This is an optimization exercise on Yosys and OpenROAD, whose aim is small area and a short achievable clock period, not a production implementation.

==> exp/willow <==
Design circuit, start of the top module:
module circuit (
  output [47:0] p,
  input  [17:0] a, b, d,
  input  [47:0] c,
  input  clk, rstn);
Settings: LEC_CHECK=0, CAP_MARGIN=20, CORE_MARGIN=2, CORE_UTILIZATION=70, CTS_CLUSTER_DIAMETER=80, CTS_CLUSTER_SIZE=25, SETUP_SLACK_MARGIN=4.6, SLEW_MARGIN=20, SYNTH_HIERARCHICAL=1; clock period 7.0 ns.
standard.sh (not shown) runs the stock make flow with config.mk's settings and CLKGATE_MAP_FILE= SYNTH_SCRIPT=/design/flow/synth_recipe.tcl, a recipe that flattens the netlist after the stock synthesis.
==> flow/flow/run.sh <==
#!/bin/bash
# Standard layout, with the port buffers made of buf_2 cells instead of the default delay buffer.
set -euo pipefail
export BUFFER_PORTS_ARGS="-buffer_cell sky130_fd_sc_hd__buf_2"
bash standard.sh > standard.log 2>&1
==> inputs of exp/lagoon, as changes to exp/willow <==
- CORE_UTILIZATION: 70 -> 65
==> flow_metrics.tcl <==
set metrics [dict create \
    outcome "complete, no violations" \
    post-place-ws_ns 4.20 \
    routed_via_density 5.47 \
    post_route_cells_drive_above_1_share_pct 17.7 \
]
[end of results for exp/willow]
==> flow_metrics.tcl <==
set metrics [dict create \
    overflow 0 \
    critical_path.reg2reg.endpoint "t_r_18_5" \
    outcome "complete, no violations" \
    post-place-ws_ns 4.10 \
    route.detailed.wl_per_inst_um 19.1 \
    detailroute.wirelength.met2_mm 19.8 \
    post_route_cells_drive_above_1_share_pct 17.8 \
]
[end of results for exp/lagoon]
No run of this note included a check of the RTL's function; only the layout flow was run.

---

==> run a: inputs <==
circuit, a different RTL version from the one above (not shown whole).
==> flow/design.v (excerpt) <==
module circuit (
  output [47:0] p,
  input  [17:0] a, b, d,
  input  [47:0] c,
  input  clk, rstn);
==> flow/config.mk <==
export PLATFORM = sky130hd
export DESIGN_NAME = circuit
export DESIGN_NICKNAME = circuit
export VERILOG_FILES = /design/flow/design.v
export SDC_FILE = /design/flow/constraint.sdc
export NUM_CORES = 4
export LEC_CHECK = 0
export CAP_MARGIN = 20
export CORE_MARGIN = 2
export CORE_UTILIZATION = 65
export CTS_CLUSTER_DIAMETER = 80
export CTS_CLUSTER_SIZE = 25
export SETUP_SLACK_MARGIN = 4.6
export SLEW_MARGIN = 20
export SYNTH_HIERARCHICAL = 1
==> flow/constraint.sdc <==
create_clock -name core_clock -period 7.0 [get_ports {clk}]
set_input_delay 1.4000 -clock core_clock [delete_from_list [all_inputs] [get_ports {clk}]]
set_output_delay 1.4000 -clock core_clock [all_outputs]
set_load 0.01 [all_outputs]
Scripts as last shown in full above: flow/flow/run.sh
==> inputs of run b, as changes to run a <==
--- a/flow/config.mk
+++ b/flow/config.mk
@@ -8,5 +8,5 @@
 export CAP_MARGIN = 20
 export CORE_MARGIN = 2
-export CORE_UTILIZATION = 65
+export CORE_UTILIZATION = 70
 export CTS_CLUSTER_DIAMETER = 80
 export CTS_CLUSTER_SIZE = 25
==> impl_metrics.csv <==
group,metric,value,unit
floorplanning,tap-cell-count,390,
cells_and_area,finish.instance_area,21200,um2
timing,setup_slack,4.61,ns
cells_and_area,bufAreaShareNonClock,4.31,%
run_status,outcome,"finished clean",
timing,skew,0.0232,ns
drt,route.met2.wl,20.7,mm
global_routing,grt_pass1_vias,12400,
drt,vias,11700,
global_routing,gr-usage-met3,5.50,%
the above is filed under run a

==> impl_metrics.csv <==
group,metric,value,unit
global_routing,grt_antenna_before_repair,0,
clocking,hold_buffers,0,
global_routing,gr-usage-met3,7.19,%
floorplanning,tap-cell-count,341,
timing,skew,0.0352,ns
run_status,outcome,"finished clean",
timing,setup_slack,4.61,ns
cells_and_area,n_all_buffers,161,
cells_and_area,finish.instance_area,21100,um2
drt,vias,12100,
global_routing,grt_pass1_vias,12800,
the above is filed under run b

No run of this note included a check of the RTL's function; only the layout flow was run.

---

==> amber <==
circuit, a different RTL version from the one above (not shown whole).
==> flow/design.v (excerpt) <==
module circuit (
  output [47:0] p,
  input  [17:0] a, b, d,
  input  [47:0] c,
  input  clk, rstn);
  reg [18:0] s_r;
  reg [17:0] a_r;
  reg [47:0] c_r;
  reg v0, v1, v2;
  reg [47:0] r_r;
  reg [47:0] p_r;
  reg t_r_0_0;
  reg t_r_0_1;
  reg t_r_1_0;
  reg t_r_1_1;
  reg t_r_1_2;
  reg t_r_2_0;
  reg t_r_2_1;
  reg t_r_2_2;
  reg t_r_2_3;
  reg t_r_3_0;
  reg t_r_3_1;
  reg t_r_3_2;
  reg t_r_3_3;
  reg t_r_4_0;
  reg t_r_4_1;
  reg t_r_4_2;
  reg t_r_4_3;
  reg t_r_5_0;
  reg t_r_5_1;
  reg t_r_5_2;
  reg t_r_5_3;
  reg t_r_6_0;
  reg t_r_6_1;
  reg t_r_6_2;
  reg t_r_6_3;
  reg t_r_7_0;
  reg t_r_7_1;
  reg t_r_7_2;
  reg t_r_7_3;
  reg t_r_8_0;
  reg t_r_8_1;
  reg t_r_8_2;
  reg t_r_8_3;
  reg t_r_9_0;
  reg t_r_9_1;
  reg t_r_9_2;
  reg t_r_9_3;
  reg t_r_10_0;
  reg t_r_10_1;
  reg t_r_10_2;
  reg t_r_10_3;
  reg t_r_11_0;
  reg t_r_11_1;
  reg t_r_11_2;
  reg t_r_11_3;
  reg t_r_12_0;
  reg t_r_12_1;
  reg t_r_12_2;
  reg t_r_12_3;
  reg t_r_13_0;
  reg t_r_13_1;
  reg t_r_13_2;
  reg t_r_13_3;
  reg t_r_14_0;
  reg t_r_14_1;
  reg t_r_14_2;
  reg t_r_14_3;
  reg t_r_15_0;
  reg t_r_15_1;
  reg t_r_15_2;
  reg t_r_15_3;
  reg t_r_16_0;
  reg t_r_16_1;
  reg t_r_16_2;
  reg t_r_16_3;
  reg t_r_17_0;
  reg t_r_17_1;
  reg t_r_17_2;
  reg t_r_17_3;
  reg t_r_18_0;
  reg t_r_18_1;
  reg t_r_18_2;
  reg t_r_18_3;
  reg t_r_19_0;
  reg t_r_19_1;
  reg t_r_19_2;
  reg t_r_19_3;
  reg t_r_20_0;
  reg t_r_20_1;
  reg t_r_20_2;
  reg t_r_20_3;
  reg t_r_21_0;
  reg t_r_21_1;
  reg t_r_21_2;
  reg t_r_21_3;
  reg t_r_22_0;
  reg t_r_22_1;
  reg t_r_22_2;
  reg t_r_22_3;
  reg t_r_23_0;
  reg t_r_23_1;
  reg t_r_23_2;
  reg t_r_23_3;
  reg t_r_24_0;
  reg t_r_24_1;
  reg t_r_24_2;
  reg t_r_24_3;
  reg t_r_25_0;
  reg t_r_25_1;
  reg t_r_25_2;
  reg t_r_25_3;
  reg t_r_26_0;
  reg t_r_26_1;
  ...
clock: 7.0 ns
lec_check: 0
cap_margin: 20
core_margin: 2
core_utilization: 40
slew_margin: 20
run.sh (not shown) runs the stock make flow with config.mk's settings and CLKGATE_MAP_FILE= SYNTH_SCRIPT=/design/flow/synth_recipe.tcl, a recipe that flattens the netlist after the stock synthesis.
Stock flow here: none of the scripts above is used.
==> pepper (differences from amber) <==
--- a/flow/config.mk
+++ b/flow/config.mk
@@ -9,3 +9,4 @@
 export CORE_MARGIN = 2
 export CORE_UTILIZATION = 40
+export SETUP_SLACK_MARGIN = 4.4
 export SLEW_MARGIN = 20
==> out/qor.csv <==
stage,metric,value,unit
run_status,status,timing/DRC/antenna clean,
cells_and_area,seqCellArea,0.00685,sq mm
timing,relSlewSlack,73.6,%
timing,setup_slack,3.40,ns
critical_path,r2r_start,t_r_6_1,
routing,dr_wl_met2,24200,um
routing,via_per_inst,4.75,
cells_and_area,fin_util,54.1,%
timing,worst_pin_slew,0.397,ns
timing,finalClockSkew,0.0361,ns
cells_and_area,area_growth,33.2,%
the above is filed under pepper

==> out/qor.csv <==
stage,metric,value,unit
critical_path,r2r_start,t_r_6_0,
floorplanning,ioPinCount,152,
placed_design,place_area,0.0221,sq mm
hold_path,whs_path_depth,0,
cells_and_area,finish.instance_area,0.0234,sq mm
cells_and_area,seqCellArea,0.00671,sq mm
routing,dr_wl_met2,20700,um
timing,worst_pin_slew,1.06,ns
critical_path,timing.rr.end,r_r[47],
timing,relSlewSlack,29.5,%
timing,finalClockSkew,0.0295,ns
run_status,status,timing/DRC/antenna clean,
routing,via_per_inst,4.63,
cells_and_area,fin_util,47.8,%
the above is filed under amber

No functional check of the RTL was part of any run of this note.

==> what the ideal ports hide <==
The results above use ideal ports. As a check the final layouts listed here were re-extracted and re-timed, cells and wires unchanged.
Step 1 assumes that a clkbuf_16 drives the clock port and a buf_2 every other input.
Step 2, shift: input delay + t, output delay - t, t = (earliest + latest rising clock arrival at the registers) / 2. This alone moves slack from input paths to output paths.
Slacks: ideal / step 1 / step 2; pairs: ideal / step 1.
| run | t, ns | setup slack, ns | latest minus earliest clock arrival (ns) | worst slew at a driven data input, ns |
|---|---|---|---|---|
| exp/willow | 0.584 | 4.612 / 4.561 / 4.236 | 0.026 / 0.026 | 0.04 |
| exp/lagoon | 0.593 | 4.617 / 4.567 / 4.168 | 0.031 / 0.031 | 0.05 |
| run a | 0.580 | 4.607 / 4.557 / 4.183 | 0.024 / 0.024 | 0.04 |
| run b | 0.585 | 4.608 / 4.559 / 4.273 | 0.037 / 0.036 | 0.04 |
| amber | 0.609 | 3.117 / 3.117 / 2.801 | 0.031 / 0.032 | 0.05 |
| pepper | 0.607 | 3.401 / 3.401 / 3.401 | 0.039 / 0.039 | 0.06 |
After both steps setup and hold are still met in every run listed. The setup slack of exp/lagoon, which loses most, moves by -0.050 ns with the drivers and by -0.449 ns with both steps.
